Context: an optimization exercise on an open-source flow, tuned for small area. The choices shown serve that exercise and are no tape-out recipe.
Only simulation tests tie the RTL to the original design; equivalence was not proved.
Power figures rest on the tool's default switching activity, not on a simulated workload.

## wip/tundra
// SystolicCore
module SystolicCore(
	input clk,
	input rst,
	input start,
	input mode_conv_mm,
	input isac,
	input isrelu,
	input isbn,
	input [22:0] dfsm_config,
	input all_data_rdy,
	input pe_config_1_1,
	input pe_config_1_2,
	input pe_config_1_3,
	input pe_config_2_1,
	input pe_config_2_2,
	input pe_config_2_3,
	input [7:0] data_horz_1_1,
	input [7:0] data_horz_1_2,
	input [7:0] data_horz_1_3,
	input [7:0] data_horz_2_1,
	input [7:0] data_horz_2_2,
	input [7:0] data_horz_2_3,
	input [7:0] data_obli_1,
	input [7:0] data_obli_2,
	input [7:0] data_obli_3,
	input [7:0] data_obli_4,
	input [7:0] data_obli_5,
	input [7:0] data_obli_6,
	input [15:0] data_bn_1,
	input [15:0] data_bn_2,
	input data_bn_en,
	output data_preread,
	output [7:0] dout_1_1,
	output [7:0] dout_1_2,
	output [7:0] dout_1_3,
	output [7:0] dout_1_4,
	output [7:0] dout_2_1,
	output [7:0] dout_2_2,
	output [7:0] dout_2_3,
	output [7:0] dout_2_4,
	output dout_en_1_1,
	output dout_en_1_2,
	output dout_en_1_3,
	output dout_en_1_4,
	output dout_en_2_1,
	output dout_en_2_2,
	output dout_en_2_3,
	output dout_en_2_4
);
Size in the first run: ~1500 flip-flops, roughly 240 I/O pins, about 79000 µm² of cells after synthesis.
make LEC_CHECK=0 CAP_MARGIN=20 CORE_MARGIN=2 CORE_UTILIZATION=45 CTS_BUF_LIST=sky130_fd_sc_hd__clkbuf_8 PLACE_DENSITY=0.6 SETUP_SLACK_MARGIN=0.3 SLEW_MARGIN=20 finish   # period 12.0 ns
run.sh (not shown) runs the stock make flow with config.mk's settings and CLKGATE_MAP_FILE= SYNTH_SCRIPT=/design/flow/synth_recipe.tcl, a recipe that flattens the netlist after the stock synthesis.
Looking at the reports, wip/tundra completed the entire flow and the layout it produced met the timing, DRC and antenna checks.
--- input diff wip/tundra..wip/violet ---
# wip/tundra
export LEC_CHECK = 0
export CAP_MARGIN = 20
export CORE_MARGIN = 2
export CORE_UTILIZATION = 45
export CTS_BUF_LIST = sky130_fd_sc_hd__clkbuf_8
export PLACE_DENSITY = 0.6
export SETUP_SLACK_MARGIN = 0.3
export SLEW_MARGIN = 20
create_clock -name core_clock -period 12.0 [get_ports {clk}]
# wip/violet
export LEC_CHECK = 0
export CAP_MARGIN = 20
export CORE_MARGIN = 2
export CORE_UTILIZATION = 60
export CTS_BUF_LIST = sky130_fd_sc_hd__clkbuf_4
export PLACE_DENSITY = 0.7
export SETUP_SLACK_MARGIN = 0.3
export SLEW_MARGIN = 20
create_clock -name core_clock -period 12.0 [get_ports {clk}]
==> flow/flow/run.sh (new file) <==
#!/bin/bash
# The standard layout, with the port buffers made of the smallest buffer.
set -e
export BUFFER_PORTS_ARGS="-buffer_cell sky130_fd_sc_hd__buf_1"
bash standard.sh > standard_flow.log 2>&1
==> flow/standard.sh (new file) <==
#!/bin/bash
# synth_recipe.tcl (not shown) runs the flow's synth.tcl, then flattens the netlist and writes it again
# the make line also repeats each setting of config.mk as NAME=value (left out here)
make -C /OpenROAD-flow-scripts/flow DESIGN_CONFIG=/design/flow/config.mk WORK_HOME=/design/flow/orfs CLKGATE_MAP_FILE= SYNTH_SCRIPT=/design/flow/synth_recipe.tcl "${@:-finish}"
removed: flow/run.sh
Findings:
Total number of vias was higher in wip/violet than in wip/tundra.
| number of hold violations in the final report | wip/tundra vs wip/violet | ≈ equal |
[wip/violet] filler-free cell count of the finished design fell 355 relative to wip/tundra
After detailed routing, wip/tundra needs more wire than wip/violet.
Of wip/violet and wip/tundra, wip/violet shows the lower placement-stage cell area, with wip/tundra above it.
Of wip/violet and wip/tundra, the run reporting the lower final clock period utilization by the worst path was wip/tundra.
Compared with wip/tundra, wip/violet shows a higher effective utilization at floorplan.
Between wip/violet and wip/tundra, the register-to-register slack is higher for wip/violet.
Edits applied to the flow inputs when going from wip/violet to wip/raven:
# wip/violet
export LEC_CHECK = 0
export CAP_MARGIN = 20
export CORE_MARGIN = 2
export CORE_UTILIZATION = 60
export CTS_BUF_LIST = sky130_fd_sc_hd__clkbuf_4
export PLACE_DENSITY = 0.7
export SETUP_SLACK_MARGIN = 0.3
export SLEW_MARGIN = 20
create_clock -name core_clock -period 12.0 [get_ports {clk}]
# wip/raven
export LEC_CHECK = 0
export CAP_MARGIN = 0
export CORE_MARGIN = 2
export CORE_UTILIZATION = 60
export CTS_BUF_LIST = sky130_fd_sc_hd__clkbuf_4
export CTS_CLUSTER_DIAMETER = 60
export CTS_CLUSTER_SIZE = 8
export PLACE_DENSITY = 0.7
export SLEW_MARGIN = 0
create_clock -name core_clock -period 12.0 [get_ports {clk}]
==> run summary <==
Between wip/raven and wip/violet, it is wip/raven whose sequential share of layout area is higher, by 1.1 points. Setup WNS wip/violet -> wip/raven: better. In the reports for wip/raven and wip/violet, the larger routing usage on met3 belongs to wip/violet. Diff wip/violet -> wip/raven | power drawn by the clock network | decrease of 36%. Per the comparison of wip/raven with wip/violet, deepest clock path buffer count shrank by 1; switching portion of total power went up by 1.0 points; internal portion of total power lost 1.2 mW; detailed-route wire length per cell rose by about 2.8%. On routed length on met2: between wip/raven and wip/violet, it ends up lower for wip/raven.
diff inputs: wip/raven => wip/quartz
# wip/raven
export LEC_CHECK = 0
export CAP_MARGIN = 0
export CORE_MARGIN = 2
export CORE_UTILIZATION = 60
export CTS_BUF_LIST = sky130_fd_sc_hd__clkbuf_4
export CTS_CLUSTER_DIAMETER = 60
export CTS_CLUSTER_SIZE = 8
export PLACE_DENSITY = 0.7
export SLEW_MARGIN = 0
create_clock -name core_clock -period 12.0 [get_ports {clk}]
# wip/quartz
export LEC_CHECK = 0
export CAP_MARGIN = 0
export CORE_MARGIN = 2
export CORE_UTILIZATION = 60
export CTS_BUF_LIST = sky130_fd_sc_hd__clkbuf_4
export PLACE_DENSITY = 0.7
export SLEW_MARGIN = 0
create_clock -name core_clock -period 12.0 [get_ports {clk}]
Findings:
wip/quartz vs. wip/raven: relative area change from synthesis to final layout shows an increase of 3.4 points; maximum clock frequency shows a reduction of 0.00031 GHz; routed wire length on met3 +about 6%; cell count has increased. Post-route fraction of the period consumed by the critical path, wip/raven and wip/quartz: higher on wip/quartz.

## re-timing with driven ports
Ports are ideal in the flow. The routed layouts listed here were re-timed in OpenROAD. Step 1 (the two cells are an assumption about what drives the block):
set clk [get_ports {clk}]
set_driving_cell -lib_cell sky130_fd_sc_hd__clkbuf_16 $clk
set_driving_cell -lib_cell sky130_fd_sc_hd__buf_2 [delete_from_list [all_inputs] $clk]
Step 2 also shifts input and output timing later by t, the mid clock arrival at the registers, as if the neighbouring blocks saw the same clock. a / b / c = ideal / step 1 / step 2; a / b = the first two.
| run | shift t [ns] | slack for setup (ns) | latest minus earliest clock arrival (ns) | worst data-port slew with drivers (ns) | cell pins on the clock port's net |
|---|---|---|---|---|---|
| wip/tundra | 1.051 | 1.135 / 1.062 / 1.062 | 0.058 / 0.058 | 0.15 | 1 |
| wip/violet | 1.371 | 1.048 / 0.982 / 0.982 | 0.092 / 0.092 | 0.13 | 1 |
| wip/raven | 1.250 | 1.110 / 1.048 / 1.048 | 0.108 / 0.108 | 0.13 | 1 |
| wip/quartz | 1.382 | 1.073 / 1.007 / 1.007 | 0.092 / 0.092 | 0.14 | 1 |
After both steps every run listed still meets setup and hold. For wip/tundra, which loses most, drivers alone change the setup slack by -0.073 ns; drivers and shift together by -0.073 ns.
